This is an optimization exercise on Yosys and OpenROAD, whose aim is small area, not a production implementation. Function was checked by simulation only, so behaviour that the tests miss may differ from the original. The clock input has no modelled driver; a real chip could not lean on it and would need a root buffer or a full tree. Power figures rest on the tool's default switching activity, not on a simulated workload.

## pixel_source
module pixel_source (
	clk,
	reset,
	vsync,
	hsync,
	active,
	rgb,
	ovl,
	led0
	);
For scale: roughly 110 I/O pins.
Settings: LEC_CHECK=0, CAP_MARGIN=20, CORE_MARGIN=2, CORE_UTILIZATION=40, GPL_TIMING_DRIVEN=0, SLEW_MARGIN=20; clock period 5.0 ns.
standard.sh (not shown) runs the stock make flow with config.mk's settings and CLKGATE_MAP_FILE= SYNTH_SCRIPT=/design/flow/synth_recipe.tcl, a recipe that flattens the netlist after the stock synthesis.
==> flow/flow/run.sh <==
#!/bin/bash
# Own layout flow: the standard synthesis, then an area re-mapping of its
# combinational logic (registers untouched), then the standard layout steps
# with 1x port buffers. Each tool's output goes to a log file here.
set -euo pipefail
W=$(pwd)
R=$W/orfs/results/$FLOW_PLATFORM/pixel_source/base
LIB=$FLOW_HOME/platforms/$FLOW_PLATFORM/lib/sky130_fd_sc_hd__tt_025C_1v80.lib
YOSYS=$FLOW_HOME/../tools/install/yosys/bin/yosys
[[ -x $YOSYS ]] || YOSYS=$(command -v yosys)

# 1. standard synthesis
bash standard.sh synth > $W/log_1_standard_synth.log 2>&1

# 2. re-map the combinational logic for area
python3 $W/flow/gen_models.py $LIB > $W/cell_models.v 2> $W/log_2_gen_models.log
cp $R/1_2_yosys.v $W/standard_1_2_yosys.v
DU="-dont_use *probe* -dont_use *lpflow* -dont_use *clkdly* -dont_use *dlygate* -dont_use *dlymetal* -dont_use *ebufn* -dont_use *einv* -dont_use *conb*"
SCRIPT='+strash;\&get -n;\&deepsyn -J 20 -T 300;\&put;\&get -n;\&dch -f;\&nf -p -R 35 -F 8 -A 4 -C 32;\&put;topo'
sed -e "s#@MODELS@#$W/cell_models.v#" -e "s#@IN@#$W/standard_1_2_yosys.v#" -e "s#@TOP@#$FLOW_TOP#" \
    -e "s#@LIB@#$LIB#g" -e "s#@DONTUSE@#$DU#" -e "s#@SCRIPT@#$SCRIPT#" -e "s#@OUT@#$W/remapped.v#" \
    $W/flow/post_opt.ys.in > $W/post_opt.ys
$YOSYS -s $W/post_opt.ys > $W/log_3_post_opt.log 2>&1
cp $W/remapped.v $R/1_2_yosys.v
rm -f $R/1_synth.odb

# 3. rebuild the database and remove the synthesis buffers
bash standard.sh synth > $W/log_4_standard_synth_odb.log 2>&1
TECH_LEF=$FLOW_HOME/platforms/$FLOW_PLATFORM/lef/sky130_fd_sc_hd.tlef \
SC_LEF=$FLOW_HOME/platforms/$FLOW_PLATFORM/lef/sky130_fd_sc_hd_merged.lef \
LIB=$LIB ODB=$R/1_synth.odb openroad -no_init -exit $W/flow/remove_buffers.tcl > $W/log_5_remove_buffers.log 2>&1

# 4. the standard layout from the re-mapped netlist, with 1x port buffers
export BUFFER_PORTS_ARGS="-buffer_cell sky130_fd_sc_hd__buf_1"
# clock tree: 4 clock buffers, one per quarter of the flip-flops (flow/my_cts.tcl)
export PRE_CTS_TCL=$W/flow/my_cts.tcl
export MY_CTS_LEAVES=4 MY_CTS_CELL=sky130_fd_sc_hd__clkbuf_16 MY_CTS_ROOT=
bash standard.sh > $W/log_6_standard_layout.log 2>&1
Other scripts of this flow, unchanged in this note and not shown: flow/flow/gen_models.py, flow/flow/my_cts.tcl, flow/flow/post_opt.ys.in, flow/flow/remove_buffers.tcl
Next try:
--- a/flow/flow/run.sh
+++ b/flow/flow/run.sh
@@ -2,4 +2,6 @@
 # Own layout flow: the standard synthesis, then an area re-mapping of its
-# combinational logic (registers untouched), then the standard layout steps
-# with 1x port buffers. Each tool's output goes to a log file here.
+# combinational logic (registers untouched: same instances, names and cells),
+# then the standard layout steps, with 1x port buffers and a small clock tree
+# of four clock buffers in place of TritonCTS's H-tree.
+# Each tool's output goes to a log file here (log_*.log).
 set -euo pipefail
@@ -18,3 +20,3 @@
 DU="-dont_use *probe* -dont_use *lpflow* -dont_use *clkdly* -dont_use *dlygate* -dont_use *dlymetal* -dont_use *ebufn* -dont_use *einv* -dont_use *conb*"
-SCRIPT='+strash;\&get -n;\&deepsyn -J 20 -T 300;\&put;\&get -n;\&dch -f;\&nf -p -R 35 -F 8 -A 4 -C 32;\&put;topo'
+SCRIPT='+strash;\&get -n;\&deepsyn -J 20 -T 300;\&put;\&get -n;\&dch -f;\&nf -p -R 20 -F 8 -A 4 -C 32;\&put;topo'
 sed -e "s#@MODELS@#$W/cell_models.v#" -e "s#@IN@#$W/standard_1_2_yosys.v#" -e "s#@TOP@#$FLOW_TOP#" \
Effect: Via count is higher slightly; cell area goes down slightly; register-to-register slack degrades by 0.08 ns; worst setup slack improved by 0.013 ns; fmax stays flat; die area hardly moves; sequential cell count does not change; global-route usage went up by 0.46 points; synthesized area hardly moves; core utilization went down by 0.32 points; clock skew is about the same.
Next try:
--- a/flow/flow/run.sh
+++ b/flow/flow/run.sh
@@ -2,6 +2,4 @@
 # Own layout flow: the standard synthesis, then an area re-mapping of its
-# combinational logic (registers untouched: same instances, names and cells),
-# then the standard layout steps, with 1x port buffers and a small clock tree
-# of four clock buffers in place of TritonCTS's H-tree.
-# Each tool's output goes to a log file here (log_*.log).
+# combinational logic (registers untouched), then the standard layout steps
+# with 1x port buffers. Each tool's output goes to a log file here.
 set -euo pipefail
@@ -20,3 +18,3 @@
 DU="-dont_use *probe* -dont_use *lpflow* -dont_use *clkdly* -dont_use *dlygate* -dont_use *dlymetal* -dont_use *ebufn* -dont_use *einv* -dont_use *conb*"
-SCRIPT='+strash;\&get -n;\&deepsyn -J 20 -T 300;\&put;\&get -n;\&dch -f;\&nf -p -R 20 -F 8 -A 4 -C 32;\&put;topo'
+SCRIPT='+strash;\&get -n;\&deepsyn -T 60;\&put;dch;amap;topo'
 sed -e "s#@MODELS@#$W/cell_models.v#" -e "s#@IN@#$W/standard_1_2_yosys.v#" -e "s#@TOP@#$FLOW_TOP#" \
Total power rises by 1.8%.
Setup slack degrades by 0.080 ns.
Critical path depth does not change.
Sequential power falls by about 0.6%.
Global-route usage rises by 0.70 points.
Routed wire length rises by 7.4%.
Die area rises by 2.1%.
Next try:
--- a/flow/flow/run.sh
+++ b/flow/flow/run.sh
@@ -2,4 +2,6 @@
 # Own layout flow: the standard synthesis, then an area re-mapping of its
-# combinational logic (registers untouched), then the standard layout steps
-# with 1x port buffers. Each tool's output goes to a log file here.
+# combinational logic (registers untouched: same instances, names and cells),
+# then the standard layout steps, with 1x port buffers and a small clock tree
+# of four clock buffers in place of TritonCTS's H-tree.
+# Each tool's output goes to a log file here (log_*.log).
 set -euo pipefail
@@ -18,3 +20,3 @@
 DU="-dont_use *probe* -dont_use *lpflow* -dont_use *clkdly* -dont_use *dlygate* -dont_use *dlymetal* -dont_use *ebufn* -dont_use *einv* -dont_use *conb*"
-SCRIPT='+strash;\&get -n;\&deepsyn -T 60;\&put;dch;amap;topo'
+SCRIPT='+strash;\&get -n;\&deepsyn -I 4 -J 20 -T 900;\&put;\&get -n;\&dch -f;\&nf -p -R 20 -F 8 -A 4 -C 32;\&put;topo'
 sed -e "s#@MODELS@#$W/cell_models.v#" -e "s#@IN@#$W/standard_1_2_yosys.v#" -e "s#@TOP@#$FLOW_TOP#" \
Hold slack is worse by 0.0087 ns.
Final area fell by a few percent.
Cell count fell by a little under a tenth.
Next try:
--- a/flow/flow/run.sh
+++ b/flow/flow/run.sh
@@ -2,6 +2,4 @@
 # Own layout flow: the standard synthesis, then an area re-mapping of its
-# combinational logic (registers untouched: same instances, names and cells),
-# then the standard layout steps, with 1x port buffers and a small clock tree
-# of four clock buffers in place of TritonCTS's H-tree.
-# Each tool's output goes to a log file here (log_*.log).
+# combinational logic (registers untouched), then the standard layout steps
+# with 1x port buffers. Each tool's output goes to a log file here.
 set -euo pipefail
@@ -20,3 +18,3 @@
 DU="-dont_use *probe* -dont_use *lpflow* -dont_use *clkdly* -dont_use *dlygate* -dont_use *dlymetal* -dont_use *ebufn* -dont_use *einv* -dont_use *conb*"
-SCRIPT='+strash;\&get -n;\&deepsyn -I 4 -J 20 -T 900;\&put;\&get -n;\&dch -f;\&nf -p -R 20 -F 8 -A 4 -C 32;\&put;topo'
+SCRIPT='+strash;\&get -n;\&deepsyn -T 60;\&put;dch;map -D 3500;topo'
 sed -e "s#@MODELS@#$W/cell_models.v#" -e "s#@IN@#$W/standard_1_2_yosys.v#" -e "s#@TOP@#$FLOW_TOP#" \
The changed run completed with no timing, DRC or antenna violations.
Total power goes down by a little under a tenth.
Global-route usage grows by 1.6 points.
Clock power goes down slightly.
No run of this note takes its clock network from TritonCTS; it comes from the design's own scripts or RTL.

---

north:
pixel_source again, from the RTL that the note above started with.
## pixel_source
module pixel_source (
	clk,
	reset,
	vsync,
	hsync,
	active,
	rgb,
	ovl,
	led0
	);
Settings: LEC_CHECK=0, CAP_MARGIN=20, CORE_MARGIN=2, CORE_UTILIZATION=40, GPL_TIMING_DRIVEN=0, SLEW_MARGIN=20; clock period 5.0 ns.
==> flow/flow/run.sh <==
#!/bin/bash
# Own layout flow: the standard synthesis, then an area re-mapping of its
# combinational logic (registers untouched), then the standard layout steps
# with 1x port buffers. Each tool's output goes to a log file here.
set -euo pipefail
W=$(pwd)
R=$W/orfs/results/$FLOW_PLATFORM/pixel_source/base
LIB=$FLOW_HOME/platforms/$FLOW_PLATFORM/lib/sky130_fd_sc_hd__tt_025C_1v80.lib
YOSYS=$FLOW_HOME/../tools/install/yosys/bin/yosys
[[ -x $YOSYS ]] || YOSYS=$(command -v yosys)

# 1. standard synthesis
bash standard.sh synth > $W/log_1_standard_synth.log 2>&1

# 2. re-map the combinational logic for area
python3 $W/flow/gen_models.py $LIB > $W/cell_models.v 2> $W/log_2_gen_models.log
cp $R/1_2_yosys.v $W/standard_1_2_yosys.v
DU="-dont_use *probe* -dont_use *lpflow* -dont_use *clkdly* -dont_use *dlygate* -dont_use *dlymetal* -dont_use *ebufn* -dont_use *einv* -dont_use *conb*"
SCRIPT='+strash;\&get -n;\&deepsyn -T 60;\&put;dch;amap;topo'
sed -e "s#@MODELS@#$W/cell_models.v#" -e "s#@IN@#$W/standard_1_2_yosys.v#" -e "s#@TOP@#$FLOW_TOP#" \
    -e "s#@LIB@#$LIB#g" -e "s#@DONTUSE@#$DU#" -e "s#@SCRIPT@#$SCRIPT#" -e "s#@OUT@#$W/remapped.v#" \
    $W/flow/post_opt.ys.in > $W/post_opt.ys
$YOSYS -s $W/post_opt.ys > $W/log_3_post_opt.log 2>&1
cp $W/remapped.v $R/1_2_yosys.v
rm -f $R/1_synth.odb
bash standard.sh synth > $W/log_4_standard_synth_odb.log 2>&1
TECH_LEF=$FLOW_HOME/platforms/$FLOW_PLATFORM/lef/sky130_fd_sc_hd.tlef \
SC_LEF=$FLOW_HOME/platforms/$FLOW_PLATFORM/lef/sky130_fd_sc_hd_merged.lef \
LIB=$LIB ODB=$R/1_synth.odb openroad -no_init -exit $W/flow/remove_buffers.tcl > $W/log_5_remove_buffers.log 2>&1

# 3. remove the synthesis buffers

# 4. the standard layout from the re-mapped netlist, with 1x port buffers
export BUFFER_PORTS_ARGS="-buffer_cell sky130_fd_sc_hd__buf_1"
export CTS_ARGS="-sink_clustering_enable -repair_clock_nets -dont_use_dummy_load -buf_list sky130_fd_sc_hd__clkbuf_8 -sink_clustering_size 30 -sink_clustering_max_diameter 150"
bash standard.sh > $W/log_6_standard_layout.log 2>&1
==> flow/flow/post_opt.ys.in <==
# Re-map the combinational logic of the standard synthesis for area.
# The flip-flops stay as they are (same instances, names and cells).
read_verilog @MODELS@
read_verilog @IN@
hierarchy -top @TOP@
flatten
hierarchy -top @TOP@
read_liberty -lib -overwrite @LIB@
techmap
opt -purge
abc -liberty @LIB@ @DONTUSE@ -script "@SCRIPT@"
opt_clean -purge
splitnets
opt_clean -purge
hilomap -singleton -hicell sky130_fd_sc_hd__conb_1 HI -locell sky130_fd_sc_hd__conb_1 LO
insbuf -buf sky130_fd_sc_hd__buf_4 A X
stat -liberty @LIB@
check -assert -mapped
write_verilog -noattr -nohex -nodec @OUT@
==> flow/flow/remove_buffers.tcl <==
# Drop the buffers synthesis put between the logic and the ports; port
# buffering adds one buffer per port later, as in the timing-driven flow.
read_lef $::env(TECH_LEF)
read_lef $::env(SC_LEF)
read_liberty $::env(LIB)
read_db $::env(ODB)
remove_buffers
write_db $::env(ODB)
Other scripts of this flow, unchanged in this note and not shown: flow/flow/gen_models.py
Edits applied to the flow inputs when going from north to south:
Settings: a deleted GPL_TIMING_DRIVEN that had been 0.
-- flow/flow/run.sh --
<<< north, line 26
bash standard.sh synth > $W/log_4_standard_synth_odb.log 2>&1
TECH_LEF=$FLOW_HOME/platforms/$FLOW_PLATFORM/lef/sky130_fd_sc_hd.tlef \
SC_LEF=$FLOW_HOME/platforms/$FLOW_PLATFORM/lef/sky130_fd_sc_hd_merged.lef \
LIB=$LIB ODB=$R/1_synth.odb openroad -no_init -exit $W/flow/remove_buffers.tcl > $W/log_5_remove_buffers.log 2>&1
>>> south, line 26
<<< north, line 31
# 3. remove the synthesis buffers

# 4. the standard layout from the re-mapped netlist, with 1x port buffers
>>> south, line 27
# 3. the standard layout from the re-mapped netlist, with 1x port buffers
<<< north, line 35
export CTS_ARGS="-sink_clustering_enable -repair_clock_nets -dont_use_dummy_load -buf_list sky130_fd_sc_hd__clkbuf_8 -sink_clustering_size 30 -sink_clustering_max_diameter 150"
bash standard.sh > $W/log_6_standard_layout.log 2>&1
>>> south, line 29
bash standard.sh > $W/log_4_standard_layout.log 2>&1
removed: flow/flow/remove_buffers.tcl
### Flow results
- Per the final summary, south finished and its layout is clean on timing, DRC and antenna.
- Re total met3 wirelength after detailed routing: south is 25 um up on north.
- Looking at critical path start-end classification, the reg -> out result is from south; the reg -> reg one comes from north.
- Met3 capacity usage during global routing in south vs north: down 1.0 points
- Compared to north, south has post-route total power about 36% higher.
- Cmp south and north / global routing usage on met2 / lower: south
- Comparing south and north, the lower switching share of total power was measured on south.
- Power share of the clock group in south is 18 points above north.
- Clock buffer instance count of the final layout: south > north
- In south, the setup slack came out 11 ps below the value in north.
- NOTE: clock latency of the later-clocked register in the worst-skew pair in south falls short of that of north
- Compare south and north | pin count of the biggest net entering global routing lower: north
--- input diff south..east ---
Settings: setting GPL_TIMING_DRIVEN to 0 for the first time.
-- flow/flow/run.sh --
<<< south, line 26
>>> east, line 26
bash standard.sh synth > $W/log_4_standard_synth_odb.log 2>&1
TECH_LEF=$FLOW_HOME/platforms/$FLOW_PLATFORM/lef/sky130_fd_sc_hd.tlef \
SC_LEF=$FLOW_HOME/platforms/$FLOW_PLATFORM/lef/sky130_fd_sc_hd_merged.lef \
LIB=$LIB ODB=$R/1_synth.odb openroad -no_init -exit $W/flow/remove_buffers.tcl > $W/log_5_remove_buffers.log 2>&1
<<< south, line 27
# 3. the standard layout from the re-mapped netlist, with 1x port buffers
>>> east, line 31
# 3. remove the synthesis buffers

# 4. the standard layout from the re-mapped netlist, with 1x port buffers
<<< south, line 29
bash standard.sh > $W/log_4_standard_layout.log 2>&1
>>> east, line 35
export CTS_ARGS="-sink_clustering_enable -repair_clock_nets -dont_use_dummy_load -buf_list {sky130_fd_sc_hd__clkbuf_4 sky130_fd_sc_hd__clkbuf_8} -sink_clustering_size 20"
bash standard.sh > $W/log_6_standard_layout.log 2>&1
==> flow/flow/remove_buffers.tcl (new file) <==
# Drop the buffers synthesis put between the logic and the ports; port
# buffering adds one buffer per port later, as in the timing-driven flow.
read_lef $::env(TECH_LEF)
read_lef $::env(SC_LEF)
read_liberty $::env(LIB)
read_db $::env(ODB)
remove_buffers
write_db $::env(ODB)
==> results.txt <==
Per the final summary, east finished and its layout is clean on timing, DRC and antenna. Total power: lower on east. Critical path launch point = y2[4]: south; critical path launch point = x[1]: east. east ended up with oreg[3] as its timing endpoint of the critical path; south ended up with rgb[11]. east vs. south: overall fraction of global-route tracks in use went up, design area dropped 360 um^2.
Input changes introduced in west (baseline for comparison: east):
-- flow/flow/run.sh --
<<< east, line 35
export CTS_ARGS="-sink_clustering_enable -repair_clock_nets -dont_use_dummy_load -buf_list {sky130_fd_sc_hd__clkbuf_4 sky130_fd_sc_hd__clkbuf_8} -sink_clustering_size 20"
>>> west, line 35
export CTS_ARGS="-sink_clustering_enable -repair_clock_nets -dont_use_dummy_load"
In the metrics for west and east, the one carrying the lower flip-flop and latch share of the layout cell area is west.
Taking east as the reference, in west total routing usage reported by global routing roughly the same; share of the core filled with cells in the final layout higher.
Launch point of the worst path: px2[2] -> west, x[1] -> east
diff inputs: west => middle
Settings: swapping 40 for 60 in CORE_UTILIZATION.
-- flow/flow/run.sh --
<<< west, line 26
>>> middle, line 26

# 3. rebuild the database and remove the synthesis buffers
<<< west, line 31
# 3. remove the synthesis buffers

>>> middle, line 33
<<< west, line 35
export CTS_ARGS="-sink_clustering_enable -repair_clock_nets -dont_use_dummy_load"
>>> middle, line 35
export CTS_ARGS="-sink_clustering_enable -repair_clock_nets -dont_use_dummy_load -buf_list {sky130_fd_sc_hd__clkbuf_4 sky130_fd_sc_hd__clkbuf_8} -sink_clustering_size 20"
Findings:
- From west to middle the numbers moved as follows: clock network fraction of total power saw a decrease, number of cells on the worst reg-to-reg path now larger, power density over the cells shrank by about 13%, overall die area now smaller.
- Of west and middle, west shows the lower initial standard-cell utilization of the core, with middle above it.

==> what the ideal ports hide <==
How much do the figures lean on ideal ports? The routed layouts below were timed once more, with nothing changed but the port constraints.
Step 1 (the two cells are an assumption about what drives the block):
set clk [get_ports {clk}]
set_driving_cell -lib_cell sky130_fd_sc_hd__clkbuf_16 $clk
set_driving_cell -lib_cell sky130_fd_sc_hd__buf_2 [delete_from_list [all_inputs] $clk]
Step 2 adds t to the input delays and takes it off the output delays; t is the mean of the earliest and latest rising clock arrival at the registers after step 1. Input paths then give back, and output paths get back, about the clock's delay inside the block.
Slacks: ideal ports / drivers / drivers and shift; pairs: ideal ports / drivers.
run | t (ns) | slack for setup (ns) | worst setup path after step 2
the first run of note 1 | 0.251 | 0.375 / 0.307 / 0.177 | input to register
the second run of note 1 | 0.246 | 0.388 / 0.306 / 0.284 | input to register
the third run of note 1 | 0.253 | 0.309 / 0.223 / 0.169 | input to register
the fourth run of note 1 | 0.248 | 0.352 / 0.270 / 0.298 | input to register
the fifth run of note 1 | 0.256 | 0.244 / 0.304 / 0.048 | input to register
north | 0.468 | 0.296 / 0.267 / -0.140 | input to register
south | 0.451 | 0.284 / 0.242 / 0.078 | input to register
east | 0.468 | 0.296 / 0.267 / -0.140 | input to register
west | 0.447 | 0.266 / 0.222 / -0.053 | input to register
middle | 0.454 | 0.195 / 0.175 / -0.257 | input to register
With both steps, setup timing fails in north, east, west and middle, where it was met with ideal ports. For middle, which loses most, drivers alone change the setup slack by -0.020 ns; drivers and shift together by -0.452 ns.
